What follows belongs to an exercise in optimizing a design on an open flow for small area and a short achievable clock period; a production flow would make more cautious choices.
Where RTL was checked, it was by simulation tests only, not by an equivalence proof against the original.
No functional check of the RTL was part of runs 1, 2, 4 and 5.

`flow/run.sh`:
```
#!/bin/bash
set -euo pipefail
export BUFFER_PORTS_ARGS="-buffer_cell sky130_fd_sc_hd__buf_1"
bash standard.sh > standard.log 2>&1
```
`standard.sh`:
```
#!/bin/bash
# synth_recipe.tcl (not shown) runs the flow's synth.tcl, then flattens the netlist and writes it again
# the make line also repeats each setting of config.mk as NAME=value (left out here)
make -C /OpenROAD-flow-scripts/flow DESIGN_CONFIG=/design/flow/config.mk WORK_HOME=/design/flow/orfs CLKGATE_MAP_FILE= SYNTH_SCRIPT=/design/flow/synth_recipe.tcl "${@:-finish}"
```
`config.mk`:
```
export PLATFORM = sky130hd
export DESIGN_NAME = ham
export DESIGN_NICKNAME = ham
export VERILOG_FILES = /design/flow/design.v
export SDC_FILE = /design/flow/constraint.sdc
export NUM_CORES = 4
export LEC_CHECK = 0
export CAP_MARGIN = 20
export CORE_MARGIN = 2
export CORE_UTILIZATION = 60
export CTS_BUF_LIST = sky130_fd_sc_hd__clkbuf_8
export SETUP_SLACK_MARGIN = 4.5
export SLEW_MARGIN = 20
export SYNTH_HIERARCHICAL = 1
export SYNTH_MINIMUM_KEEP_SIZE = 0
```
`constraint.sdc`:
```
create_clock -name core_clock -period 12.5 [get_ports {clk}]
set_input_delay 2.5000 -clock core_clock [delete_from_list [all_inputs] [get_ports {clk}]]
set_output_delay 2.5000 -clock core_clock [all_outputs]
set_load 0.01 [all_outputs]
```
`design.v`:
```
module hd_calcu_4m(input [15:0] a,
                   output [4:0] hd
                  );
  wire c0, s0, c1, s1, c2, s2, c3, s3, c4, s4, c5, s5, c6, s6, c7, s7, c8, s8, c9, s9, c10, s10, c11, s11, c12, s12, c13, s13, c14, s14;
  ham_fa f0 (a[0], a[10], a[11], c0, s0);
  ham_fa f1 (a[12], a[13], a[14], c1, s1);
  ham_fa f2 (a[15], a[1], a[2], c2, s2);
  ham_fa f3 (a[3], a[4], a[5], c3, s3);
  ham_fa f4 (a[6], a[7], a[8], c4, s4);
  ham_fa f5 (a[9], s0, s1, c5, s5);
  ham_fa f6 (s2, s3, s4, c6, s6);
  ham_ha h7 (s5, s6, c7, s7);
  ham_fa f8 (c0, c1, c2, c8, s8);
  ham_fa f9 (c3, c4, c5, c9, s9);
  ham_fa f10 (c6, s8, c7, c10, s10);
  ham_ha h11 (s9, s10, c11, s11);
  ham_fa f12 (c8, c9, c10, c12, s12);
  ham_ha h13 (c11, s12, c13, s13);
  ham_ha h14 (c12, c13, c14, s14);
  assign hd[0] = s7;
  assign hd[1] = s11;
  assign hd[2] = s13;
  assign hd[3] = s14;
  assign hd[4] = c14;
endmodule
module ham_fa(input a, input b, input c, output co, output s);
  assign s  = a ^ b ^ c;
  assign co = (a & b) | (a & c) | (b & c);
endmodule
module ham_ha(input a, input b, output co, output s);
  assign s  = a ^ b;
  assign co = a & b;
endmodule
module ham(data_in, data_out, clk, resetn);
input [31:0] data_in;
input clk, resetn;
output reg [33:0] data_out;
wire p1 = data_out[1];
wire p0 = data_out[0];
wire [15:0] va, vb, vn, vz;
genvar k;
generate
  for (k = 0; k < 16; k = k + 1) begin : pr
    ham_pair pp(data_in[2*k+1], data_in[2*k], data_out[2*k+3], data_out[2*k+2],
                va[k], vb[k], vn[k], vz[k]);
  end
endgenerate
wire [4:0] A, B, N, Z;
hd_calcu_4m ca(va, A);
hd_calcu_4m cb(vb, B);
hd_calcu_4m cn(vn, N);
hd_calcu_4m cz(vz, Z);
function cout5;
  input [4:0] u, v;
  input c;
  reg cy;
  integer j;
  begin
    cy = c;
    for (j = 0; j < 5; j = j + 1)
      cy = (u[j] & v[j]) | (u[j] & cy) | (v[j] & cy);
    cout5 = cy;
  end
endfunction
wire ie = A[4] | (A[3] & (~p1 | A[2] | A[1] | A[0]));
wire io = B[4] | (B[3] & (~(p1 & p0) | B[2] | B[1] | B[0])) |
          (~p1 & ~p0 & B[2] & B[1] & B[0]);
wire se = N[4] | (N[3] & (p0 | ~p1 | N[2] | N[1] | N[0])) |
          (p0 & ~p1 & N[2] & N[1] & N[0]);
wire so = Z[4] | (Z[3] & (~p1 | Z[2] | Z[1] | Z[0]));
wire is = cout5(A, ~N, ~p0);
wire eo = cout5(B, ~A, ~p0);
wire sel_i = ie & io & is;
wire sel_s = ~is & se & so;
wire sel_e = ~ie & ~se & eo;
wire c1 = ~sel_i & ~sel_s;
wire c0 = ~sel_i & ~sel_e;
wire inv1 = ~sel_e;           
wire inv0 = sel_i | sel_e;    
wire [33:0] nxt;
assign nxt[1:0] = {c1, c0};
generate
  for (k = 0; k < 16; k = k + 1) begin : ob
    ham_obit o1(sel_s, data_in[2*k],   data_in[2*k+1], inv1, nxt[2*k+3]);
    ham_obit o0(sel_s, data_in[2*k+1], data_in[2*k],   inv0, nxt[2*k+2]);
  end
endgenerate
always @(posedge clk, negedge resetn)
begin
  if (!resetn)
    data_out <= 34'd0;
  else
    data_out <= nxt;
end
endmodule
module ham_obit(input s, input u, input v, input inv, output o);
  assign o = s ? u : v ^ inv;
endmodule
module ham_pair(input d1, input d0, input q1, input q0,
                output a, output b, output n, output z);
  wire y;
  ham_xor xa(d1, q1, a);
  ham_xor xb(d0, q0, b);
  ham_xor xy(q1, q0, y);
  ham_mxn mn(y, a, b, n);
  ham_mxn mz(y, b, a, z);
endmodule
module ham_xor(input u, input v, output o);
  assign o = u ^ v;
endmodule
module ham_mxn(input s, input u, input v, output o);
  assign o = s ? u : ~v;
endmodule
```
==> out/results.tsv, run 1 <==
metric	value	unit
largest family of logic cells by synthesized area	adder cells	
Root Buffer	clkbuf_8	
CP bufs+invs	1	
worst-path cell chain	buf_1 -> xor2_1 -> nand2_1 -> o21ai_1 -> fa_1 -> fa_1 -> ha_1 -> fa_1 -> fa_1 -> ha_1 -> ha_1 -> a41o_1 -> a221o_1 -> a211oi_2 -> or2_1 -> xnor2_1 -> o21ai_1	
worst skew pair latency	0.29	ns
Post-Synth Adder-Cell Area	0.298	
Compound-Gate Fraction of Synth Area	0.128	
CTS buffer count	5	
register area share after synthesis	0.232	
Worst Path Required	12.66	ns
CP top delay family	adder cells	
Worst-Margin Slew	1.03	ns
post-synthesis cell type count	36	
RSZ-0062 raised after global routing	no	
post-synthesis async set-or-reset flop share	1.00	
die area	6740	µm²
Post-Syn Instances	371	
Final Non-Filler Cells	500	
fin crit share	0.608	
Clock Sinks	34	
Die Y	82.1	µm
postcts setup bufs	0	
PostCTS Resize Cnt	0	
crit start category	input port	
Area growth, synth to finish	8.13	%
crit path time final	7.60	ns
vias in the first global route	2479	
die span in x	82.1	µm
Util after Layout	0.669	
largest net degree at the start of global routing	65	
Slowest-stage cell, CP	or2_1	
core area	5920	µm²
dpl hpwl	6070	µm
buffer depth of the longest clock path	2	
cell count after placement	491	
layout cells sized above 1	0.0306	
Clock transition at path regs	0.08	ns
Post-Synth Simple-Gate Area	0.0971	
max reg flops	34	
Setup CP Type	in2reg	
final setup violating endpoints	0	
syn nets	465	
setup TNS	0	ns
xor-xnor portion of the synthesized cell area	0.191	
Max FO, Critical Path	16	
Max-slew headroom	0.314	
delay of the slowest cell on the worst path	0.83	ns
Routed WL	7580	µm
Post-synth top cells	65 x nand2_1, 65 x o21ai_1, 48 x xor2_1, 44 x fa_1, 34 x dfrtp_1	
Cell Rows	28	
# DRC	0	
fmax	132	MHz
Final Hold Fails	0	
EDFF count, synth	0	
fillers	500	
first-pass iteration count of the detailed router	5	
Final Max Slew Viols	0	
Biggest register	data_out	
CTS tree	done	
register bit total from synthesis	34	
DR vias	2674	
Total Routing Usage GR	0.240	
cell mode on critical path	fa_1	
yosys synthesis warning count	7	
status	timing/DRC/antenna clean	
buffers added on ports	67	
top cells by area, synth	fa_1 24%, dfrtp_1 23%, xor2_1 11%	
hold_buf cts	0	
Hold Path Class	reg2reg	
Synth Flop Type	dfrtp_1	
clock skew	0.00373	ns
post-synth top area cell	fa_1	
starting density of the core	0.618	
total grt overflow	0	
post-place instance area	3840	µm²
Mapped Area	3660	µm²
share of the synthesized area in the top cell type	0.241	
initial antenna violation count	0	
global placement routability congestion	0.907	
Vias per Instance	5.35	
Mapped Avg Cell Area	9.87	µm²
Post-DRT Antenna Nets	0	
top flop regs	data_out x34	
iteration-0 DRC count of the detailed router	96	
I/O pins	68	
CTS H-tree lvls	2	
critical path endpoint category	flop	
Arr. time, crit path	7.76	ns
MaxCap Viol Count	0	
Nets	518	
mux share of post-synthesis cell area	0	
first-pass GRT wire length	12000	µm
routed len/inst	15.2	µm
Antenna diodes	0	
Final Cell Area	3960	µm²
-- routing by layer --
metal  track usage  up-vias  wire, µm
met5             0        -         0
met4        0.0517        0        92
met3        0.0391        9       301
met2         0.393       69      3750
met1         0.341     1268      3440
li1              -     1328         -
-- tightest hold or removal path: cells and delay by family (launching register included) --
family | cells | cell delay, ns
AOI/OAI and AO/OA | 2 | 0.29
DFF | 1 | 0.43
and+or+nand+nor | 1 | 0.11
-- cell type report --
| type | count | area (µm²) | area share |
|---|---|---|---|
| multi-input cells | 307 | 2620 | 0.661 |
| flip-flops and latches | 34 | 851 | 0.215 |
| repair buffers | 68 | 273 | 0.0689 |
| well taps | 75 | 93.8 | 0.0237 |
| clock buffers | 6 | 82.6 | 0.0209 |
| inverters | 8 | 30.0 | 0.00759 |
| clock inverters | 2 | 12.5 | 0.00316 |
-- metrics by stage --
step,hold slack [ns],setup WS [ns]
after floorplan,0.731,5.16
after global placement,0.832,4.65
after detailed placement,0.849,4.55
after CTS,0.861,4.84
after global routing,0.914,4.55
final,0.860,4.90
-- cells by family after synthesis --
kind of cell | after synthesis
compound gates | 83
simple gates | 83
xor+xnor | 80
buf+inv | 30
flops | 34
fa+ha+maj | 61
-- placed cells by master (no fill, tap or decap), types with 5 or more instances in the layout --
master / n
xnor2_1: 32
o21ai_1: 65
fa_1: 44
inv_1: 8
nand2_1: 65
ha_1: 16
xor2_1: 48
dfrtp_1: 34
nand2b_1: 5
clkbuf_8: 6
buf_1: 66
-- Yosys stat by module, one instance, submodules excluded, a selection --
module    cells inside  area (µm²)  copies in the design  flops+latches
ham                 83        1170                     1             34
ham_fa               1        20.0                    44              0
ham_obit             3        17.5                    32              0
ham_ha               1        12.5                    16              0
ham_xor              1        8.76                    48              0
ham_mxn              2        8.76                    32              0
-- path summary, 6_finish.rpt --
| check | from | endpoint | slack, ns | cells past startpoint |
|---|---|---|---|---|
| worst max-delay path | data_in[5] | data_out[8] | 4.90 | 17 |
| worst min-delay path | data_out[1] | data_out[1] | 0.86 | 3 |
| worst max register to register | data_out[10] | data_out[8] | 6.86 | 16 |
| worst min register to register | data_out[1] | data_out[1] | 0.86 | 3 |
| max in group asynchronous | resetn | data_out[30] | 9.64 | 1 |
| min in group asynchronous | resetn | data_out[1] | 2.32 | 1 |
==> run 2, diff against run 1 <==
--- a/config.mk
+++ b/config.mk
@@ -9,7 +9,7 @@
 export CORE_MARGIN = 2
 export CORE_UTILIZATION = 60
 export CTS_BUF_LIST = sky130_fd_sc_hd__clkbuf_8
-export SETUP_SLACK_MARGIN = 4.5
+export SETUP_SLACK_MARGIN = 5
 export SLEW_MARGIN = 20
 export SYNTH_HIERARCHICAL = 1
 export SYNTH_MINIMUM_KEEP_SIZE = 0
==> out/results.tsv, run 2 <==
metric	value	unit	change
status	timing/DRC/antenna clean		unchanged
die area	6740	µm²	unchanged
buffers added on ports	67		unchanged
fmax	139	MHz	was 132 MHz
register bit total from synthesis	34		unchanged
commonest non-fill, non-tap cell in the layout	buf_1		unchanged
Setup crit end	data_out[9]		was data_out[8]
worst skew pair latency	0.29	ns	about the same
Placement Setup Slack	4.55	ns	unchanged
syn nets	465		unchanged
top cells by area, synth	fa_1 24%, dfrtp_1 23%, xor2_1 11%		unchanged
yosys synthesis warning count	7		unchanged
critical path depth in cells	18		was 17
Worst-Margin Slew	0.892	ns	was 1.03 ns
EDFF count, synth	0		unchanged
Final Cell Area	4020	µm²	was 3960 µm²
post-synth top area cell	fa_1		unchanged
Setup CP Type	in2reg		unchanged
Worst R2R End	data_out[9]		was data_out[8]
largest net degree at the start of global routing	65		unchanged
Max FO, Critical Path	7		was 16
iteration-0 DRC count of the detailed router	55		was 96
commonest cells after routing, fill and taps aside	66 x buf_1, 65 x nand2_1, 65 x o21ai_1		unchanged
worst-path cell chain	buf_1 -> xor2_1 -> nand2_1 -> o21ai_1 -> fa_1 -> fa_1 -> ha_1 -> fa_1 -> fa_1 -> ha_1 -> ha_1 -> a41o_1 -> a221o_1 -> a211oi_2 -> clkinvlp_4 -> buf_4 -> xnor2_1 -> o21ai_1		was buf_1 -> xor2_1 -> nand2_1 -> o21ai_1 -> fa_1 -> fa_1 -> ha_1 -> fa_1 -> fa_1 -> ha_1 -> ha_1 -> a41o_1 -> a221o_1 -> a211oi_2 -> or2_1 -> xnor2_1 -> o21ai_1
R2R Setup Slk	7.28	ns	was 6.86 ns
CP startpoint	data_in[5]		unchanged
GRT Max-Usage Layer	met2		unchanged
setup TNS	0	ns	unchanged
delay of the slowest cell on the worst path	0.53	ns	was 0.83 ns
Max-slew headroom	0.405		was 0.314
share of the synthesized area in the top cell type	0.241		unchanged
Clock transition at path regs	0.08	ns	about the same
CTS buffer count	5		unchanged
Nets	522		was 518
Vias per Instance	5.30		was 5.35
post-place instance area	3840	µm²	unchanged
first-pass GRT wire length	12000	µm	unchanged
layout cells sized above 1	0.0443		was 0.0306
Util after Layout	0.679		was 0.669
Root Buffer	clkbuf_8		unchanged
total grt overflow	0		unchanged
Mapped Area	3660	µm²	unchanged
Multi-input gate area	2620	µm²	about the same
final worst slack	5.32	ns	was 4.90 ns
global placement routability congestion	0.907		unchanged
Cell Rows	28		unchanged
RSZ-0062 raised after global routing	no		unchanged
post-synthesis cell type count	36		unchanged
Area growth, synth to finish	9.81	%	was 8.13%
Hold Path Class	reg2reg		unchanged
fin crit share	0.574		was 0.608
MaxCap Viol Count	0		unchanged
core area	5920	µm²	unchanged
clock skew	0.00348	ns	was 0.00373 ns
Clock Sinks	34		unchanged
hold_buf cts	0		unchanged
GR Util met1	0.341		unchanged
Arr. time, crit path	7.33	ns	was 7.76 ns
Post-synth top cells	65 x nand2_1, 65 x o21ai_1, 48 x xor2_1, 44 x fa_1, 34 x dfrtp_1		unchanged
register area share after synthesis	0.232		unchanged
Post-DRT Antenna Nets	0		unchanged
Synth Flop Type	dfrtp_1		unchanged
R2R cell count	17		was 16
critical path endpoint category	flop		unchanged
buffer depth of the longest clock path	2		unchanged
Final Hold Fails	0		unchanged
die span in x	82.1	µm	unchanged
Routed WL	7640	µm	was 7580 µm
Antenna diodes	0		unchanged
top flop regs	data_out x34		unchanged
Biggest register	data_out		unchanged
Worst Path Required	12.65	ns	was 12.66 ns
first-pass iteration count of the detailed router	5		unchanged
FF+latch area	851	µm²	unchanged
Die Y	82.1	µm	unchanged
DR vias	2670		was 2674
I/O pins	68		unchanged
CP top delay family	adder cells		unchanged
M3 GR Usage	0.0391		unchanged
Mapped Avg Cell Area	9.87	µm²	unchanged
dpl hpwl	6070	µm	unchanged
crit path time final	7.18	ns	was 7.60 ns
Slowest-stage cell, CP	fa_1		was or2_1
cell mode on critical path	fa_1		unchanged
post-synthesis async set-or-reset flop share	1.00		unchanged
Total Routing Usage GR	0.240		unchanged
routed len/inst	15.1	µm	was 15.2 µm
fillers	495		was 500
CP bufs+invs	3		was 1
Critical R2R Launch	data_out[10]		unchanged
CTS H-tree lvls	2		unchanged
starting density of the core	0.618		unchanged
crit start category	input port		unchanged
met2 usage	0.393		unchanged
Post-Syn Instances	371		unchanged
CTS tree	done		unchanged
hold_sp	data_out[1]		unchanged
max reg flops	34		unchanged
final setup violating endpoints	0		unchanged
initial antenna violation count	0		unchanged
# DRC	0		unchanged
Final Max Slew Viols	0		unchanged
vias in the first global route	2479		unchanged
==> run 2: cell type report <==
cell class | instances | share of cell area
flip-flops and latches | 34 | 0.212
multi-input cells | 307 | 0.651
inverters | 8 | 0.00840
repair buffers | 72 | 0.0815
clock inverters | 2 | 0.00311
clock buffers | 6 | 0.0205
well taps | 75 | 0.0233
==> run 2: modules after synthesis (local to each module, per instance), excerpt <==
module       cell area (µm²)  cells inside
ham                     1170            83
hd_calcu_4m             37.5             5
ham_fa                  20.0             1
ham_obit                17.5             3
ham_ha                  12.5             1
ham_mxn                 8.76             2
ham_xor                 8.76             1
==> run 2: worst min-delay path, cell delays in order (launching register included) <==
cell and delay, ns:
dfrtp_1 0.42, nand3_1 0.11, a221o_1 0.20, a31oi_1 0.09
==> run 2: timing repair <==
action,in CTS,in global routing
setup endpoints to repair,16,32
pin swaps,0,1
resized for setup,1,2
setup buffers,0,4
gates cloned,0,0
==> run 2: kinds of logic (layout without fill, tap and decap cells) <==
logic type | after synthesis | in the layout | share of synthesized area
flops | 34 | 34 | 0.232
simple gates | 83 | 83 | 0.0971
xor+xnor | 80 | 80 | 0.191
fa+ha+maj | 61 | 61 | 0.298
compound gates | 83 | 83 | 0.128
buf+inv | 30 | 88 | 0.0533
==> run 2: worst min path at each step <==
stage | end | slack (ns) | depth (start not counted)
finish | data_out[1] | 0.85 | 3
floorplan | data_out[1] | 0.73 | 4
detailed placement | data_out[1] | 0.85 | 3
CTS | data_out[1] | 0.86 | 3
global placement | data_out[1] | 0.83 | 3
global route | data_out[1] | 0.91 | 3
==> run 2: per-stage QoR <==
step | cells | hold WS, ns
after floorplan | 371 | 0.731
after global placement | 491 | 0.832
after detailed placement | 491 | 0.849
after CTS | 499 | 0.861
after global routing | 504 | 0.914
final | 504 | 0.853
==> run 2: layer usage <==
| metal | up-vias | wire length [µm] |
|---|---|---|
| li1 | 1336 | - |
| met1 | 1266 | 3450 |
| met2 | 61 | 3750 |
| met3 | 7 | 351 |
| met4 | 0 | 84 |
| met5 | - | 0 |
==> run 3, diff against run 2 <==
--- a/design.v
+++ b/design.v
@@ -8,14 +8,14 @@
   ham_fa f3 (a[3], a[4], a[5], c3, s3);
   ham_fa f4 (a[6], a[7], a[8], c4, s4);
   ham_fa f5 (a[9], s0, s1, c5, s5);
-  ham_fa f6 (s2, s3, s4, c6, s6);
-  ham_ha h7 (s5, s6, c7, s7);
+  ham_ha h6 (s2, s3, c6, s6);
+  ham_fa f7 (s4, s6, s5, c7, s7);
   ham_fa f8 (c0, c1, c2, c8, s8);
-  ham_fa f9 (c3, c4, c5, c9, s9);
-  ham_fa f10 (c6, s8, c7, c10, s10);
-  ham_ha h11 (s9, s10, c11, s11);
-  ham_fa f12 (c8, c9, c10, c12, s12);
-  ham_ha h13 (c11, s12, c13, s13);
+  ham_fa f9 (c3, c4, c6, c9, s9);
+  ham_ha h10 (c5, s8, c10, s10);
+  ham_fa f11 (s9, s10, c7, c11, s11);
+  ham_fa f12 (c8, c10, c9, c12, s12);
+  ham_ha h13 (s12, c11, c13, s13);
   ham_ha h14 (c12, c13, c14, s14);
   assign hd[0] = s7;
   assign hd[1] = s11;
@@ -37,19 +37,18 @@
 output reg [33:0] data_out;
 wire p1 = data_out[1];
 wire p0 = data_out[0];
-wire [15:0] va, vb, vn, vz;
+wire [15:0] va, vb, vn;
 genvar k;
 generate
   for (k = 0; k < 16; k = k + 1) begin : pr
     ham_pair pp(data_in[2*k+1], data_in[2*k], data_out[2*k+3], data_out[2*k+2],
-                va[k], vb[k], vn[k], vz[k]);
+                va[k], vb[k], vn[k]);
   end
 endgenerate
-wire [4:0] A, B, N, Z;
+wire [4:0] A, B, N;
 hd_calcu_4m ca(va, A);
 hd_calcu_4m cb(vb, B);
 hd_calcu_4m cn(vn, N);
-hd_calcu_4m cz(vz, Z);
 function cout5;
   input [4:0] u, v;
   input c;
@@ -62,12 +61,20 @@
     cout5 = cy;
   end
 endfunction
+wire [4:0] a8n = ~{A[4] | A[3], ~A[3], A[2:0]};
+wire [4:0] rs, rc;
+genvar m;
+generate
+  for (m = 0; m < 5; m = m + 1) begin : rw
+    ham_fa f(B[m], N[m], a8n[m], rc[m], rs[m]);
+  end
+endgenerate
 wire ie = A[4] | (A[3] & (~p1 | A[2] | A[1] | A[0]));
 wire io = B[4] | (B[3] & (~(p1 & p0) | B[2] | B[1] | B[0])) |
           (~p1 & ~p0 & B[2] & B[1] & B[0]);
 wire se = N[4] | (N[3] & (p0 | ~p1 | N[2] | N[1] | N[0])) |
           (p0 & ~p1 & N[2] & N[1] & N[0]);
-wire so = Z[4] | (Z[3] & (~p1 | Z[2] | Z[1] | Z[0]));
+wire so = rc[4] | cout5(rs, {rc[3:0], 1'b0}, ~p1);
 wire is = cout5(A, ~N, ~p0);
 wire eo = cout5(B, ~A, ~p0);
 wire sel_i = ie & io & is;
@@ -97,13 +104,12 @@
   assign o = s ? u : v ^ inv;
 endmodule
 module ham_pair(input d1, input d0, input q1, input q0,
-                output a, output b, output n, output z);
+                output a, output b, output n);
   wire y;
   ham_xor xa(d1, q1, a);
   ham_xor xb(d0, q0, b);
   ham_xor xy(q1, q0, y);
   ham_mxn mn(y, a, b, n);
-  ham_mxn mz(y, b, a, z);
 endmodule
 module ham_xor(input u, input v, output o);
   assign o = u ^ v;
==> out/results.tsv, run 3 <==
metric	value	unit	change
max reg flops	34		unchanged
# DRC	0		unchanged
register area share after synthesis	0.254		was 0.232
Placement Setup Slack	4.53	ns	was 4.55 ns
hold_sp	data_out[0]		was data_out[1]
first-pass GRT wire length	12000	µm	about the same
RSZ-0062 raised after global routing	no		unchanged
iteration-0 DRC count of the detailed router	115		was 55
total grt overflow	0		unchanged
critical path endpoint category	flop		unchanged
crit start category	input port		unchanged
Critical R2R Launch	data_out[27]		was data_out[10]
R2R Setup Slk	7.15	ns	was 7.28 ns
syn nets	415		was 465
post-synthesis async set-or-reset flop share	1.00		unchanged
DR vias	2499		was 2670
Synth Flop Type	dfrtp_1		unchanged
Hold Path Class	reg2reg		unchanged
Routed WL	7440	µm	was 7640 µm
starting density of the core	0.617		was 0.618
setup TNS	0	ns	unchanged
register bit total from synthesis	34		unchanged
MaxCap Viol Count	0		unchanged
Area growth, synth to finish	10.7	%	was 9.81%
largest net degree at the start of global routing	65		unchanged
status	timing/DRC/antenna clean		unchanged
fin crit share	0.584		was 0.574
Vias per Instance	5.39		was 5.30
Worst-Margin Slew	0.885	ns	was 0.892 ns
clock skew	0.00676	ns	was 0.00348 ns
Antenna diodes	0		unchanged
top cells by area, synth	dfrtp_1 25%, fa_1 23%, xor2_1 13%		was fa_1 24%, dfrtp_1 23%, xor2_1 11%
die area	6200	µm²	was 6740 µm²
post-synth top area cell	dfrtp_1		was fa_1
Post-synth top cells	51 x nand2_1, 49 x o21ai_1, 48 x xor2_1, 38 x fa_1, 34 x dfrtp_1		was 65 x nand2_1, 65 x o21ai_1, 48 x xor2_1, 44 x fa_1, 34 x dfrtp_1
commonest non-fill, non-tap cell in the layout	buf_1		unchanged
CTS buffer count	5		unchanged
CTS tree	done		unchanged
Root Buffer	clkbuf_8		unchanged
EDFF count, synth	0		unchanged
most numerous cell in the Yosys netlist	nand2_1		
Worst Path Required	12.66	ns	was 12.65 ns
layout cells sized above 1	0.0459		was 0.0443
Hold Worst Slack	0.889	ns	was 0.853 ns
Nets	475		was 522
first-pass iteration count of the detailed router	4		was 5
I/O pins	68		unchanged
R2R cell count	15		was 17
buffers added on ports	67		unchanged
final worst slack	5.20	ns	was 5.32 ns
post-place instance area	3590	µm²	was 3840 µm²
dpl hpwl	5580	µm	was 6070 µm
Arr. time, crit path	7.46	ns	was 7.33 ns
routed len/inst	16.0	µm	was 15.1 µm
yosys synthesis warning count	7		unchanged
Clock Sinks	34		unchanged
vias in the first global route	2547		was 2479
Final Cell Area	3710	µm²	was 4020 µm²
Max-slew headroom	0.410		was 0.405
post-synthesis cell type count	35		was 36
buffer depth of the longest clock path	2		unchanged
commonest cells after routing, fill and taps aside	66 x buf_1, 50 x nand2_1, 49 x o21ai_1		was 66 x buf_1, 65 x nand2_1, 65 x o21ai_1
Multi-input gate area	2390	µm²	was 2620 µm²
Post-DRT Antenna Nets	0		unchanged
worst skew pair latency	0.29	ns	about the same
Final Hold Fails	0		unchanged
global placement routability congestion	0.880		was 0.907
CTS H-tree lvls	2		unchanged
final setup violating endpoints	0		unchanged
top flop regs	data_out x34		unchanged
hold_buf cts	0		unchanged
initial antenna violation count	0		unchanged
Die Y	78.8	µm	was 82.1 µm
crit path time final	7.30	ns	was 7.18 ns
Setup crit end	data_out[12]		was data_out[9]
Max FO, Critical Path	32		was 7
Mapped Avg Cell Area	10.1	µm²	was 9.87 µm²
FF+latch area	851	µm²	unchanged
die span in x	78.8	µm	was 82.1 µm
fillers	460		was 495
Setup CP Type	in2reg		unchanged
core area	5440	µm²	was 5920 µm²
Clock transition at path regs	0.07	ns	was 0.08 ns
CP startpoint	data_in[0]		was data_in[5]
Total Routing Usage GR	0.253		was 0.240
Cell Rows	27		was 28
Worst R2R End	data_out[12]		was data_out[9]
Final Max Slew Viols	0		unchanged
Post-Syn Instances	331		was 371
Mapped Area	3350	µm²	was 3660 µm²
share of the synthesized area in the top cell type	0.254		was 0.241
Biggest register	data_out		unchanged
fmax	137	MHz	was 139 MHz
[run 3: changes by cell type in the layout (fill, tap and decap cells not counted), sizes merged, moves of 3 or more]
cell	change
nand2	-14
and2	+5
o21ai	-16
ha	-4
fa	-6
buf	-4
inv	+3
[run 3: worst min-delay path by stage]
stage / end / slack [ns] / depth (start not counted)
after global routing: data_out[0] / 0.98 / 3
after CTS: data_out[0] / 0.86 / 3
final: data_out[0] / 0.89 / 3
after detailed placement: data_out[0] / 0.85 / 3
after floorplan: data_out[0] / 0.71 / 3
after global placement: data_out[0] / 0.84 / 3
[run 3: worst max-delay path, stage by stage]
cell and delay [ns]:
buf_1 0.15, xor2_1 0.28, o21ai_1 0.15, fa_1 0.57
fa_1 0.45, fa_1 0.40, fa_1 0.37, ha_1 0.19
ha_1 0.37, fa_1 0.56, o22ai_1 0.07, or3_1 0.36
a31oi_2 0.42, and2_4 0.48, o21ai_1 0.13
[run 3: what timing repair did]
item | in CTS | in global routing
cloned | 0 | 2
setup endpoints to repair | 32 | 32
buffers inserted | 0 | 0
endpoints found under the hold margin | 0 | 0
resized for setup | 1 | 3
pin swaps | 0 | 1
[run 3: layout make-up]
class / count / area share
Clock buffer: 6 / 0.0222
Clock inverter: 2 / 0.00236
Inverter: 9 / 0.00910
Multi-Input combinational cell: 273 / 0.643
Sequential cell: 34 / 0.229
Tap cell: 72 / 0.0243
Timing Repair Buffer: 68 / 0.0701
[run 3: per-layer routing]
metal / routed length, µm / global-route usage
met5: 0 / 0
met4: 99 / 0.0667
met3: 255 / 0.0420
met2: 3650 / 0.426
met1: 3440 / 0.343
[run 3: Yosys stat by module (local to each module, per instance), a selection]
module,cell area (µm²),times used
ham,1210,1
hd_calcu_4m,37.5,3
ham_fa,20.0,38
ham_obit,17.5,32
ham_ha,12.5,12
ham_mxn,8.76,16
ham_xor,8.76,48
[run 3: cell families after synthesis]
group	after synthesis	synth area share
flip-flops	34	0.254
XOR/XNOR	80	0.209
AO/OA/AOI/OAI	70	0.121
buffers and inverters	26	0.0481
adder cells (fa/ha/maj)	53	0.281
AND/OR/NAND/NOR	68	0.0873
[run 3: metrics by stage]
| stage | instances | util |
|---|---|---|
| global route | 464 | 0.683 |
| detailed placement | 454 | 0.661 |
| global placement | 454 | 0.661 |
| floorplan | 331 | - |
| finish | 464 | 0.683 |
| CTS | 462 | 0.678 |
==> run 4, diff against run 3 <==
--- a/design.v
+++ b/design.v
@@ -66,7 +66,7 @@
 genvar m;
 generate
   for (m = 0; m < 5; m = m + 1) begin : rw
-    ham_fa f(B[m], N[m], a8n[m], rc[m], rs[m]);
+    ham_fa f(B[m], a8n[m], N[m], rc[m], rs[m]);
   end
 endgenerate
 wire ie = A[4] | (A[3] & (~p1 | A[2] | A[1] | A[0]));
--- a/config.mk
+++ b/config.mk
@@ -9,7 +9,7 @@
 export CORE_MARGIN = 2
 export CORE_UTILIZATION = 60
 export CTS_BUF_LIST = sky130_fd_sc_hd__clkbuf_8
-export SETUP_SLACK_MARGIN = 5
+export SETUP_SLACK_MARGIN = 4.5
 export SLEW_MARGIN = 20
 export SYNTH_HIERARCHICAL = 1
 export SYNTH_MINIMUM_KEEP_SIZE = 0
==> out/results.tsv, run 4 <==
metric	value	unit	change
Post-DRT Antenna Nets	0		unchanged
Vias per Instance	5.23		was 5.39
critical path endpoint category	flop		unchanged
# DRC	0		unchanged
Max FO, Critical Path	64		was 32
Final Cell Area	3680	µm²	was 3710 µm²
Post-synth top cells	51 x nand2_1, 49 x o21ai_1, 48 x xor2_1, 38 x fa_1, 34 x dfrtp_1		unchanged
PostCTS Resize Cnt	0		was 1
commonest non-fill, non-tap cell in the layout	buf_1		unchanged
worst skew pair latency	0.28	ns	was 0.29 ns
Mapped Area	3350	µm²	unchanged
layout cells sized above 1	0.0335		was 0.0459
syn nets	415		unchanged
register bit total from synthesis	34		unchanged
most numerous cell in the Yosys netlist	nand2_1		unchanged
Die Y	78.8	µm	unchanged
final worst slack	5.20	ns	about the same
first-pass iteration count of the detailed router	4		unchanged
Clock Sinks	34		unchanged
die span in x	78.8	µm	unchanged
commonest cells after routing, fill and taps aside	66 x buf_1, 51 x nand2_1, 49 x o21ai_1		was 66 x buf_1, 50 x nand2_1, 49 x o21ai_1
Clock transition at path regs	0.06	ns	was 0.07 ns
Nets	473		was 475
crit start category	input port		unchanged
total grt overflow	0		unchanged
hold_buf cts	0		unchanged
largest net degree at the start of global routing	65		unchanged
top cells by area, synth	dfrtp_1 25%, fa_1 23%, xor2_1 13%		unchanged
vias in the first global route	2531		was 2547
yosys synthesis warning count	7		unchanged
hold_sp	data_out[0]		unchanged
Biggest register	data_out		unchanged
CTS buffer count	5		unchanged
global placement routability congestion	0.940		was 0.880
dpl hpwl	5480	µm	was 5580 µm
Routed WL	6830	µm	was 7440 µm
fin crit share	0.584		about the same
postcts setup bufs	0		unchanged
RSZ-0062 raised after global routing	no		unchanged
fillers	459		was 460
register area share after synthesis	0.254		unchanged
first-pass GRT wire length	11800	µm	was 12000 µm
die area	6200	µm²	unchanged
routed len/inst	14.8	µm	was 16.0 µm
final setup violating endpoints	0		unchanged
MaxCap Viol Count	0		unchanged
Final Max Slew Viols	0		unchanged
buffers added on ports	67		unchanged
crit path time final	7.30	ns	about the same
starting density of the core	0.617		unchanged
buffer depth of the longest clock path	2		unchanged
R2R cell count	14		was 15
Worst Path Required	12.63	ns	was 12.66 ns
Post-Syn Instances	331		unchanged
Max-slew headroom	0.337		was 0.410
Worst Hold Depth	3		unchanged
DR vias	2408		was 2499
Arr. time, crit path	7.44	ns	was 7.46 ns
post-synthesis cell type count	35		unchanged
initial antenna violation count	0		unchanged
CTS tree	done		unchanged
Setup CP Type	in2reg		unchanged
cell mode on critical path	fa_1		unchanged
Total Routing Usage GR	0.246		was 0.253
I/O pins	68		unchanged
fmax	137	MHz	about the same
Worst-Margin Slew	0.993	ns	was 0.885 ns
max reg flops	34		unchanged
CP bufs+invs	1		unchanged
core area	5440	µm²	unchanged
Worst R2R End	data_out[8]		was data_out[12]
Slowest-stage cell, CP	fa_1		unchanged
Antenna diodes	0		unchanged
CTS H-tree lvls	2		unchanged
setup TNS	0	ns	unchanged
status	timing/DRC/antenna clean		unchanged
Hold Worst Slack	0.906	ns	was 0.889 ns
R2R Setup Slk	7.16	ns	was 7.15 ns
Critical R2R Launch	data_out[26]		was data_out[27]
iteration-0 DRC count of the detailed router	146		was 115
Synth Flop Type	dfrtp_1		unchanged
Placement Setup Slack	4.51	ns	was 4.53 ns
share of the synthesized area in the top cell type	0.254		unchanged
Final Hold Fails	0		unchanged
post-place instance area	3590	µm²	unchanged
Area growth, synth to finish	9.70	%	was 10.7%
Root Buffer	clkbuf_8		unchanged
delay of the slowest cell on the worst path	0.58	ns	was 0.57 ns
clock skew	0.00305	ns	was 0.00676 ns
post-synthesis async set-or-reset flop share	1.00		unchanged
post-synth top area cell	dfrtp_1		unchanged
Hold Path Class	reg2reg		unchanged
worst-path cell chain	buf_1 -> xor2_1 -> o21ai_1 -> fa_1 -> fa_1 -> fa_1 -> fa_1 -> ha_1 -> ha_1 -> fa_1 -> o22ai_1 -> or3_1 -> a31oi_1 -> and2_4 -> o21ai_1		was buf_1 -> xor2_1 -> o21ai_1 -> fa_1 -> fa_1 -> fa_1 -> fa_1 -> ha_1 -> ha_1 -> fa_1 -> o22ai_1 -> or3_1 -> a31oi_2 -> and2_4 -> o21ai_1
top flop regs	data_out x34		unchanged
Cell Rows	27		unchanged
Mapped Avg Cell Area	10.1	µm²	unchanged
sink of the worst hold path	data_out[0]		unchanged
CP top delay family	adder cells		unchanged
EDFF count, synth	0		unchanged
run 4: metal layers:
layer  GRT usage  wire [µm]  vias to the layer above
met1       0.350       3170                     1140
met5           0          0                        -
li1            -          -                     1200
met4      0.0754        129                        0
met3      0.0318        249                       14
met2       0.397       3280                       54
run 4: worst max-delay path by stage:
stage | depth (start not counted) | from | slack (ns) | end
6_report | 15 | data_in[24] | 5.20 | data_out[8]
3_5_place_dp | 15 | data_in[24] | 4.51 | data_out[8]
4_1_cts | 15 | data_in[24] | 4.83 | data_out[8]
5_1_grt | 17 | data_in[1] | 4.90 | data_out[27]
2_1_floorplan | 14 | data_in[1] | 4.72 | data_out[10]
3_3_place_gp | 16 | data_in[21] | 4.71 | data_out[14]
run 4: area by class of cell:
class | instances | area [µm²] | share of cell area
inverter | 9 | 33.8 | 0.00918
clock buffer | 6 | 82.6 | 0.0224
tap | 72 | 90.1 | 0.0245
multi-input combinational | 271 | 2360 | 0.642
timing repair buffer | 68 | 260 | 0.0707
sequential | 34 | 851 | 0.231
run 4: stage by stage:
| stage | util | instances |
|---|---|---|
| CTS | 0.676 | 460 |
| global route | 0.676 | 460 |
| finish | 0.676 | 460 |
| floorplan | - | 331 |
| detailed placement | 0.661 | 454 |
| global placement | 0.661 | 454 |
run 4: tightest hold or removal path, stage by stage, from the launching register on:
cell and delay, ns:
dfrtp_1 0.47, o21ai_1 0.14, nand4b_1 0.13, and2_1 0.13
run 4: kinds of logic (layout without fill, tap and decap cells):
kind of cell               count (synthesis)  after routing  synth area share
AOI/OAI and AO/OA                         70             70             0.121
adders and majority gates                 53             53             0.281
and+or+nand+nor                           68             68            0.0873
DFF                                       34             34             0.254
buffers and inverters                     26             83            0.0481
xor gates and xnor gates                  80             80             0.209
run 4: per-module statistics from Yosys (local to each module, per instance), excerpt:
| module | times used | area (µm²) | cells inside | flip-flops and latches |
|---|---|---|---|---|
| ham_ha | 12 | 12.5 | 1 | 0 |
| hd_calcu_4m | 3 | 37.5 | 5 | 0 |
| ham_mxn | 16 | 8.76 | 2 | 0 |
| ham_xor | 48 | 8.76 | 1 | 0 |
| ham_fa | 38 | 20.0 | 1 | 0 |
| ham_obit | 32 | 17.5 | 3 | 0 |
| ham | 1 | 1210 | 90 | 34 |
==> run 5, diff against run 4 <==
--- a/config.mk
+++ b/config.mk
@@ -8,7 +8,7 @@
 export CAP_MARGIN = 20
 export CORE_MARGIN = 2
 export CORE_UTILIZATION = 60
-export CTS_BUF_LIST = sky130_fd_sc_hd__clkbuf_8
+export CTS_BUF_LIST = sky130_fd_sc_hd__clkbuf_4 sky130_fd_sc_hd__clkbuf_8
 export SETUP_SLACK_MARGIN = 4.5
 export SLEW_MARGIN = 20
 export SYNTH_HIERARCHICAL = 1
==> out/results.tsv, run 5 <==
metric	value	unit	change
post-synth top area cell	dfrtp_1		unchanged
Setup CP Type	in2reg		unchanged
crit start category	input port		unchanged
Vias per Instance	5.23		unchanged
top flop regs	data_out x34		unchanged
post-place instance area	3590	µm²	unchanged
Cell Rows	27		unchanged
CTS tree	done		unchanged
Arr. time, crit path	7.44	ns	about the same
initial antenna violation count	0		unchanged
MaxCap Viol Count	0		unchanged
post-synthesis async set-or-reset flop share	1.00		unchanged
EDFF count, synth	0		unchanged
first-pass iteration count of the detailed router	4		unchanged
Clock transition at path regs	0.06	ns	about the same
largest net degree at the start of global routing	65		unchanged
share of the synthesized area in the top cell type	0.254		unchanged
register area share after synthesis	0.254		unchanged
vias in the first global route	2531		unchanged
Mapped Area	3350	µm²	unchanged
CTS buffer count	5		unchanged
Max-slew headroom	0.337		unchanged
Nets	473		unchanged
most numerous cell in the Yosys netlist	nand2_1		unchanged
Synth Flop Type	dfrtp_1		unchanged
fmax	137	MHz	unchanged
die area	6200	µm²	unchanged
Post-synth top cells	51 x nand2_1, 49 x o21ai_1, 48 x xor2_1, 38 x fa_1, 34 x dfrtp_1		unchanged
iteration-0 DRC count of the detailed router	146		unchanged
clock skew	0.00305	ns	unchanged
final setup violating endpoints	0		unchanged
cell count after placement	454		unchanged
buffers added on ports	67		unchanged
max reg flops	34		unchanged
die span in x	78.8	µm	unchanged
Die Y	78.8	µm	unchanged
Routed WL	6830	µm	unchanged
Total Routing Usage GR	0.246		unchanged
Final Max Slew Viols	0		unchanged
top cells by area, synth	dfrtp_1 25%, fa_1 23%, xor2_1 13%		unchanged
PostCTS Resize Cnt	0		unchanged
# DRC	0		unchanged
Antenna diodes	0		unchanged
Final Cell Area	3680	µm²	unchanged
CTS H-tree lvls	2		unchanged
postcts setup bufs	0		unchanged
Biggest register	data_out		unchanged
I/O pins	68		unchanged
Area growth, synth to finish	9.70	%	unchanged
worst skew pair latency	0.28	ns	about the same
syn nets	415		unchanged
fin crit share	0.584		unchanged
status	timing/DRC/antenna clean		unchanged
global placement routability congestion	0.940		unchanged
Mapped Avg Cell Area	10.1	µm²	unchanged
RSZ-0062 raised after global routing	no		unchanged
post-synthesis cell type count	35		unchanged
DR vias	2408		unchanged
final worst slack	5.20	ns	unchanged
fillers	459		unchanged
Placement Setup Slack	4.51	ns	unchanged
Clock Sinks	34		unchanged
total grt overflow	0		unchanged
commonest cells after routing, fill and taps aside	66 x buf_1, 51 x nand2_1, 49 x o21ai_1		unchanged
Max FO, Critical Path	64		unchanged
Root Buffer	clkbuf_8		unchanged
commonest non-fill, non-tap cell in the layout	buf_1		unchanged
dpl hpwl	5480	µm	unchanged
first-pass GRT wire length	11800	µm	unchanged
critical path endpoint category	flop		unchanged
hold_buf cts	0		unchanged
layout cells sized above 1	0.0335		unchanged
crit path time final	7.30	ns	unchanged
Final Hold Fails	0		unchanged
Final Non-Filler Cells	460		unchanged
Util after Layout	0.676		unchanged
Worst-Margin Slew	0.993	ns	unchanged
routed len/inst	14.8	µm	unchanged
register bit total from synthesis	34		unchanged
buffer depth of the longest clock path	2		unchanged
Post-DRT Antenna Nets	0		unchanged
Worst Path Required	12.63	ns	about the same
core area	5440	µm²	unchanged
starting density of the core	0.617		unchanged
setup TNS	0	ns	unchanged
Hold Path Class	reg2reg		unchanged
Hold Worst Slack	0.906	ns	unchanged
yosys synthesis warning count	7		unchanged
Post-Syn Instances	331		unchanged
run 5: cell counts after synthesis:
No cell type changed its count.
run 5: metal layers:
metal	up-vias	wire length, µm	track usage
met5	-	0	0
met4	0	129	0.0754
met3	14	249	0.0318
met2	54	3280	0.397
met1	1140	3170	0.350
li1	1200	-	-
run 5: worst max-delay path: stages:
cell	delay, ns
buf_1	0.15
xor2_1	0.30
o21ai_1	0.15
fa_1	0.58
fa_1	0.44
fa_1	0.39
fa_1	0.38
ha_1	0.19
ha_1	0.37
fa_1	0.54
o22ai_1	0.07
or3_1	0.35
a31oi_1	0.26
and2_4	0.58
o21ai_1	0.17
run 5: final cells by class:
class	instances	area, µm²	area share
Clock buffer	6	82.6	0.0224
Inverter	9	33.8	0.00918
Multi-Input combinational cell	271	2360	0.642
Sequential cell	34	851	0.231
Tap cell	72	90.1	0.0245
Timing Repair Buffer	68	260	0.0707
run 5: per-module statistics from Yosys (local to each module, per instance), a selection:
module | cells inside | flops+latches | copies in the design
ham_ha | 1 | 0 | 12
hd_calcu_4m | 5 | 0 | 3
ham_fa | 1 | 0 | 38
ham | 90 | 34 | 1
ham_xor | 1 | 0 | 48
ham_mxn | 2 | 0 | 16
ham_obit | 3 | 0 | 32
run 5: kinds of logic after synthesis:
kind of cell	after synthesis	synth area share
and+or+nand+nor	68	0.0873
AOI/OAI and AO/OA	70	0.121
adders and majority gates	53	0.281
DFF	34	0.254
xor gates and xnor gates	80	0.209
buffers and inverters	26	0.0481
run 5: final timing paths:
path | slack [ns] | startpoint | end | depth (start not counted)
worst min register to register | 0.91 | data_out[0] | data_out[0] | 3
worst max register to register | 7.16 | data_out[26] | data_out[8] | 14
worst max-delay path | 5.20 | data_in[24] | data_out[8] | 15
max in group asynchronous | 9.63 | resetn | data_out[1] | 1
worst min-delay path | 0.91 | data_out[0] | data_out[0] | 3
min in group asynchronous | 2.32 | resetn | data_out[15] | 1
==> run 6, diff against run 5 <==
--- a/design.v
+++ b/design.v
@@ -66,7 +66,7 @@
 genvar m;
 generate
   for (m = 0; m < 5; m = m + 1) begin : rw
-    ham_fa f(B[m], a8n[m], N[m], rc[m], rs[m]);
+    ham_fa f(B[m], N[m], a8n[m], rc[m], rs[m]);
   end
 endgenerate
 wire ie = A[4] | (A[3] & (~p1 | A[2] | A[1] | A[0]));
--- a/config.mk
+++ b/config.mk
@@ -8,7 +8,7 @@
 export CAP_MARGIN = 20
 export CORE_MARGIN = 2
 export CORE_UTILIZATION = 60
-export CTS_BUF_LIST = sky130_fd_sc_hd__clkbuf_4 sky130_fd_sc_hd__clkbuf_8
+export CTS_BUF_LIST = sky130_fd_sc_hd__clkbuf_8
 export SETUP_SLACK_MARGIN = 4.5
 export SLEW_MARGIN = 20
 export SYNTH_HIERARCHICAL = 1
==> out/results.tsv, run 6 <==
metric	value	unit	change
Hold Worst Slack	0.853	ns	was 0.906 ns
share of the synthesized area in the top cell type	0.254		unchanged
Slowest-stage cell, CP	and2_4		was fa_1
max reg flops	34		unchanged
total grt overflow	0		unchanged
buffer depth of the longest clock path	2		unchanged
PostCTS Resize Cnt	0		unchanged
hold_buf cts	0		unchanged
delay of the slowest cell on the worst path	0.58	ns	about the same
register area share after synthesis	0.254		unchanged
buffers added on ports	67		unchanged
Util after Layout	0.679		was 0.676
setup TNS	0	ns	unchanged
Hold Path Class	reg2reg		unchanged
fillers	457		was 459
Die Y	78.8	µm	unchanged
worst-path cell chain	buf_1 -> xor2_1 -> nand2_1 -> o21ai_1 -> fa_1 -> fa_1 -> fa_1 -> fa_1 -> ha_1 -> ha_1 -> fa_1 -> o22ai_1 -> or3_1 -> a31oi_1 -> and2_4 -> nand2_1 -> o21ai_1		was buf_1 -> xor2_1 -> o21ai_1 -> fa_1 -> fa_1 -> fa_1 -> fa_1 -> ha_1 -> ha_1 -> fa_1 -> o22ai_1 -> or3_1 -> a31oi_1 -> and2_4 -> o21ai_1
CTS buffer count	5		unchanged
Area growth, synth to finish	10.1	%	was 9.70%
Post-synth top cells	51 x nand2_1, 49 x o21ai_1, 48 x xor2_1, 38 x fa_1, 34 x dfrtp_1		unchanged
FF+latch area	851	µm²	unchanged
Max-slew headroom	0.332		was 0.337
Root Buffer	clkbuf_8		unchanged
Cell Rows	27		unchanged
cell mode on critical path	fa_1		unchanged
EDFF count, synth	0		unchanged
DR vias	2390		was 2408
Max FO, Critical Path	64		unchanged
top flop regs	data_out x34		unchanged
layout cells sized above 1	0.0385		was 0.0335
Vias per Instance	5.17		was 5.23
Clock transition at path regs	0.08	ns	was 0.06 ns
core area	5440	µm²	unchanged
cell count after placement	454		unchanged
Final Cell Area	3690	µm²	was 3680 µm²
vias in the first global route	2355		was 2531
starting density of the core	0.617		unchanged
Arr. time, crit path	7.52	ns	was 7.44 ns
CTS H-tree lvls	2		unchanged
global placement routability congestion	0.934		was 0.940
largest net degree at the start of global routing	65		unchanged
register bit total from synthesis	34		unchanged
top cells by area, synth	dfrtp_1 25%, fa_1 23%, xor2_1 13%		unchanged
Placement Setup Slack	4.54	ns	was 4.51 ns
Mapped Avg Cell Area	10.1	µm²	unchanged
commonest cells after routing, fill and taps aside	66 x buf_1, 51 x nand2_1, 49 x o21ai_1		unchanged
first-pass GRT wire length	11400	µm	was 11800 µm
Synth Flop Type	dfrtp_1		unchanged
Nets	473		unchanged
yosys synthesis warning count	7		unchanged
I/O pins	68		unchanged
CP top delay family	adder cells		unchanged
routed len/inst	14.4	µm	was 14.8 µm
Post-Syn Instances	331		unchanged
fin crit share	0.584		about the same
final setup violating endpoints	0		unchanged
crit start category	input port		unchanged
Worst Path Required	12.71	ns	was 12.63 ns
post-synthesis async set-or-reset flop share	1.00		unchanged
RSZ-0062 raised after global routing	no		unchanged
MaxCap Viol Count	0		unchanged
final worst slack	5.20	ns	about the same
post-synth top area cell	dfrtp_1		unchanged
dpl hpwl	5350	µm	was 5480 µm
# DRC	0		unchanged
first-pass iteration count of the detailed router	4		unchanged
crit path time final	7.30	ns	about the same
Total Routing Usage GR	0.240		was 0.246
critical path endpoint category	flop		unchanged
most numerous cell in the Yosys netlist	nand2_1		unchanged
Multi-input gate area	2360	µm²	unchanged
fmax	137	MHz	about the same
CP bufs+invs	1		unchanged
post-place instance area	3590	µm²	unchanged
Final Max Slew Viols	0		unchanged
worst skew pair latency	0.29	ns	was 0.28 ns
post-synthesis cell type count	35		unchanged
commonest non-fill, non-tap cell in the layout	buf_1		unchanged
Antenna diodes	0		unchanged
Worst-Margin Slew	1.00	ns	was 0.993 ns
initial antenna violation count	0		unchanged
Setup CP Type	in2reg		unchanged
status	timing/DRC/antenna clean		unchanged
Final Non-Filler Cells	462		was 460
die area	6200	µm²	unchanged
Clock Sinks	34		unchanged
iteration-0 DRC count of the detailed router	63		was 146
Biggest register	data_out		unchanged
clock skew	0.00692	ns	was 0.00305 ns
syn nets	415		unchanged
die span in x	78.8	µm	unchanged
Mapped Area	3350	µm²	unchanged
Final Hold Fails	0		unchanged
Post-DRT Antenna Nets	0		unchanged
postcts setup bufs	0		unchanged
CTS tree	done		unchanged
Routed WL	6670	µm	was 6830 µm
[run 6: cell count changes in the layout (fill, tap and decap cells not counted), sizes merged]
cell      previous run  this run
clkinv               0         1
clkinvlp             0         1
[run 6: logic make-up (layout without fill, tap and decap cells)]
family | count (synthesis) | after routing | share of synthesized area
compound gates | 70 | 70 | 0.121
xor+xnor | 80 | 80 | 0.209
fa+ha+maj | 53 | 53 | 0.281
buf+inv | 26 | 85 | 0.0481
flops | 34 | 34 | 0.254
simple gates | 68 | 68 | 0.0873
[run 6: worst min-delay path, stage by stage, from the launching register on]
cell	delay [ns]
dfrtp_1	0.46
o21ai_1	0.11
nand4b_1	0.12
and2_1	0.13
[run 6: area by class of cell]
cell class | count | share of cell area
repair buffers | 68 | 0.0705
inverters | 9 | 0.00915
multi-input cells | 271 | 0.640
clock buffers | 6 | 0.0224
clock inverters | 2 | 0.00339
flip-flops and latches | 34 | 0.231
well taps | 72 | 0.0244
[run 6: final timing paths]
kind	startpoint	end	slack, ns	cells after the start
worst max-delay path	data_in[23]	data_out[25]	5.20	17
worst min-delay path	data_out[0]	data_out[0]	0.85	3
worst max register to register	data_out[25]	data_out[25]	7.16	16
worst min register to register	data_out[0]	data_out[0]	0.85	3
max in group asynchronous	resetn	data_out[8]	9.62	1
min in group asynchronous	resetn	data_out[19]	2.32	1
[run 6: per-module statistics from Yosys, one instance, submodules excluded, excerpt]
module,cells,flip-flops and latches
ham,90,34
ham_ha,1,0
ham_mxn,2,0
ham_obit,3,0
ham_fa,1,0
ham_xor,1,0
hd_calcu_4m,5,0
[run 6: layer usage]
metal | vias up | track usage | wire length, µm
met4 | 0 | 0.0754 | 125
met1 | 1115 | 0.335 | 3120
met3 | 9 | 0.0375 | 244
met2 | 60 | 0.388 | 3180
li1 | 1206 | - | -
met5 | - | 0 | 0
==> run 7, diff against run 6 <==
--- a/design.v
+++ b/design.v
@@ -66,7 +66,7 @@
 genvar m;
 generate
   for (m = 0; m < 5; m = m + 1) begin : rw
-    ham_fa f(B[m], N[m], a8n[m], rc[m], rs[m]);
+    ham_fa f(B[m], a8n[m], N[m], rc[m], rs[m]);
   end
 endgenerate
 wire ie = A[4] | (A[3] & (~p1 | A[2] | A[1] | A[0]));
@@ -79,6 +79,9 @@
 wire eo = cout5(B, ~A, ~p0);
 wire sel_i = ie & io & is;
 wire sel_s = ~is & se & so;
+wire sel_s1, sel_s0;
+ham_sel ss1(is, se, so, sel_s1);
+ham_sel ss0(is, se, so, sel_s0);
 wire sel_e = ~ie & ~se & eo;
 wire c1 = ~sel_i & ~sel_s;
 wire c0 = ~sel_i & ~sel_e;
@@ -88,8 +91,8 @@
 assign nxt[1:0] = {c1, c0};
 generate
   for (k = 0; k < 16; k = k + 1) begin : ob
-    ham_obit o1(sel_s, data_in[2*k],   data_in[2*k+1], inv1, nxt[2*k+3]);
-    ham_obit o0(sel_s, data_in[2*k+1], data_in[2*k],   inv0, nxt[2*k+2]);
+    ham_obit o1(sel_s1, data_in[2*k],   data_in[2*k+1], inv1, nxt[2*k+3]);
+    ham_obit o0(sel_s0, data_in[2*k+1], data_in[2*k],   inv0, nxt[2*k+2]);
   end
 endgenerate
 always @(posedge clk, negedge resetn)
@@ -99,6 +102,9 @@
   else
     data_out <= nxt;
 end
+endmodule
+module ham_sel(input is, input se, input so, output s);
+  assign s = ~is & se & so;
 endmodule
 module ham_obit(input s, input u, input v, input inv, output o);
   assign o = s ? u : v ^ inv;
==> out/results.tsv, run 7 <==
metric	value	unit	change
status	timing/DRC/antenna clean		unchanged
Mapped Avg Cell Area	10.2	µm²	was 10.1 µm²
cell count after placement	458		was 454
Final Hold Fails	0		unchanged
syn nets	419		was 415
crit path time final	7.13	ns	was 7.30 ns
CTS H-tree lvls	2		unchanged
dpl hpwl	5630	µm	was 5350 µm
Total Routing Usage GR	0.250		was 0.240
Worst-Margin Slew	0.955	ns	was 1.00 ns
CTS buffer count	5		unchanged
Final Max Slew Viols	0		unchanged
Placement Setup Slack	4.74	ns	was 4.54 ns
worst skew pair latency	0.29	ns	about the same
hold_buf cts	0		unchanged
Clock Sinks	34		unchanged
starting density of the core	0.619		was 0.617
first-pass GRT wire length	11900	µm	was 11400 µm
initial antenna violation count	0		unchanged
Nets	477		was 473
Hold Worst Slack	0.881	ns	was 0.853 ns
setup TNS	0	ns	unchanged
critical path endpoint category	flop		unchanged
clock skew	0.0127	ns	was 0.00692 ns
yosys synthesis warning count	7		unchanged
Synth Flop Type	dfrtp_1		unchanged
Mapped Area	3410	µm²	was 3350 µm²
DR vias	2431		was 2390
MaxCap Viol Count	0		unchanged
post-synthesis cell type count	37		was 35
die span in x	79.4	µm	was 78.8 µm
share of the synthesized area in the top cell type	0.250		was 0.254
Routed WL	6990	µm	was 6670 µm
post-synthesis async set-or-reset flop share	1.00		unchanged
core area	5510	µm²	was 5440 µm²
postcts setup bufs	0		unchanged
fin crit share	0.570		was 0.584
top cells by area, synth	dfrtp_1 25%, fa_1 22%, xor2_1 12%		was dfrtp_1 25%, fa_1 23%, xor2_1 13%
Arr. time, crit path	7.27	ns	was 7.52 ns
Vias per Instance	5.23		was 5.17
Area growth, synth to finish	10.2	%	was 10.1%
final worst slack	5.37	ns	was 5.20 ns
Final Non-Filler Cells	465		was 462
EDFF count, synth	0		unchanged
routed len/inst	15.0	µm	was 14.4 µm
final setup violating endpoints	0		unchanged
Setup CP Type	in2reg		unchanged
die area	6300	µm²	was 6200 µm²
Die Y	79.4	µm	was 78.8 µm
most numerous cell in the Yosys netlist	nand2_1		unchanged
layout cells sized above 1	0.0407		was 0.0385
# DRC	0		unchanged
Post-Syn Instances	335		was 331
iteration-0 DRC count of the detailed router	94		was 63
Clock transition at path regs	0.08	ns	about the same
register area share after synthesis	0.250		was 0.254
RSZ-0062 raised after global routing	no		unchanged
Worst Path Required	12.65	ns	was 12.71 ns
fmax	140	MHz	was 137 MHz
Max-slew headroom	0.362		was 0.332
total grt overflow	0		unchanged
buffer depth of the longest clock path	2		unchanged
Max FO, Critical Path	16		was 64
first-pass iteration count of the detailed router	5		was 4
commonest cells after routing, fill and taps aside	66 x buf_1, 51 x nand2_1, 48 x o21ai_1, 48 x xor2_1, 38 x fa_1		was 66 x buf_1, 51 x nand2_1, 49 x o21ai_1
CTS tree	done		unchanged
post-synth top area cell	dfrtp_1		unchanged
register bit total from synthesis	34		unchanged
max reg flops	34		unchanged
Util after Layout	0.682		was 0.679
Cell Rows	27		unchanged
Final Cell Area	3760	µm²	was 3690 µm²
Post-synth top cells	51 x nand2_1, 48 x o21ai_1, 48 x xor2_1, 38 x fa_1, 34 x dfrtp_1		was 51 x nand2_1, 49 x o21ai_1, 48 x xor2_1, 38 x fa_1, 34 x dfrtp_1
PostCTS Resize Cnt	0		unchanged
commonest non-fill, non-tap cell in the layout	buf_1		unchanged
Biggest register	data_out		unchanged
global placement routability congestion	0.940		was 0.934
buffers added on ports	67		unchanged
Root Buffer	clkbuf_8		unchanged
I/O pins	68		unchanged
vias in the first global route	2389		was 2355
top flop regs	data_out x34		unchanged
Antenna diodes	0		unchanged
Post-DRT Antenna Nets	0		unchanged
post-place instance area	3640	µm²	was 3590 µm²
Hold Path Class	reg2reg		unchanged
crit start category	input port		unchanged
largest net degree at the start of global routing	35		was 65
[run 7: logic make-up (layout without fill, tap and decap cells)]
family / after synthesis / after routing / synth area share
AO/OA/AOI/OAI: 70 / 70 / 0.126
AND/OR/NAND/NOR: 69 / 69 / 0.0903
flip-flops: 34 / 34 / 0.250
buffers and inverters: 28 / 86 / 0.0496
multiplexers: 1 / 1 / 0.00294
XOR/XNOR: 80 / 80 / 0.206
adder cells (fa/ha/maj): 53 / 53 / 0.276
[run 7: per-layer routing]
| metal | global-route usage | share of wire | vias up | wire length, µm |
|---|---|---|---|---|
| met5 | 0 | 0 | - | 0 |
| met4 | 0.0569 | 0.0050 | 0 | 35 |
| met3 | 0.0407 | 0.035 | 2 | 246 |
| met2 | 0.392 | 0.48 | 50 | 3380 |
| li1 | - | - | 1214 | - |
| met1 | 0.369 | 0.48 | 1165 | 3330 |
[run 7: cell type report]
cell class	instances	area, µm²
Timing Repair Buffer	68	260
Multi-Input combinational cell	273	2400
Sequential cell	34	851
Clock inverter	1	30.0
Fill cell	461	1750
Clock buffer	6	82.6
Inverter	11	41.3
Tap cell	72	90.1
[run 7: path summary, 6_finish.rpt]
kind                       depth (start not counted)  slack, ns        start            to
hold / removal                                     3       0.88  data_out[0]   data_out[1]
max in group asynchronous                          1       9.64       resetn  data_out[33]
min in group asynchronous                          1       2.31       resetn   data_out[0]
setup reg to reg                                  14       7.33  data_out[2]  data_out[32]
setup / recovery                                  15       5.37   data_in[0]  data_out[32]
hold reg to reg                                    3       0.88  data_out[0]   data_out[1]
[run 7: worst max-delay path, cell delays in order]
cell,delay (ns)
buf_1,0.16
xor2_1,0.28
o21ai_1,0.15
fa_1,0.60
fa_1,0.44
fa_1,0.39
fa_1,0.37
ha_1,0.19
ha_1,0.38
a41o_1,0.27
a221oi_4,0.36
o311ai_4,0.16
nand2_1,0.72
xnor2_1,0.20
o21ai_1,0.08
[run 7: Yosys stat by module (local to each module, per instance), excerpt]
module	times used	flip-flops and latches	cell area, µm²
ham	1	34	1250
hd_calcu_4m	3	0	37.5
ham_fa	38	0	20.0
ham_obit	32	0	17.5
ham_ha	12	0	12.5
ham_mxn	16	0	8.76
ham_sel	2	0	8.76
ham_xor	48	0	8.76

==> re-timing with driven ports <==
How much do the figures lean on ideal ports? The routed layouts below were timed once more, with nothing changed but the port constraints. Step 1, drivers: a clkbuf_16 drives clk and a buf_2 each remaining input, both assumed. Step 2 adds t to the input delays and takes it off the output delays; t is the mean of the earliest and latest rising clock arrival at the registers after step 1. Input paths then give back, and output paths get back, about the clock's delay inside the block. a / b / c = ideal / step 1 / step 2; a / b = the first two.
run	t (ns)	setup WS [ns]	worst setup path after step 2
run 1	0.318	4.902 / 4.913 / 4.595	input to register
run 2	0.317	5.322 / 5.333 / 5.017	input to register
run 3	0.321	5.201 / 5.210 / 4.890	input to register
run 4	0.304	5.198 / 5.205 / 4.901	input to register
run 5	0.304	5.198 / 5.205 / 4.901	input to register
run 6	0.314	5.196 / 5.201 / 4.887	input to register
run 7	0.316	5.374 / 5.383 / 5.068	input to register
After both steps setup and hold are still met in every run listed. For run 3, which loses most, drivers alone change the setup slack by +0.009 ns; drivers and shift together by -0.311 ns.
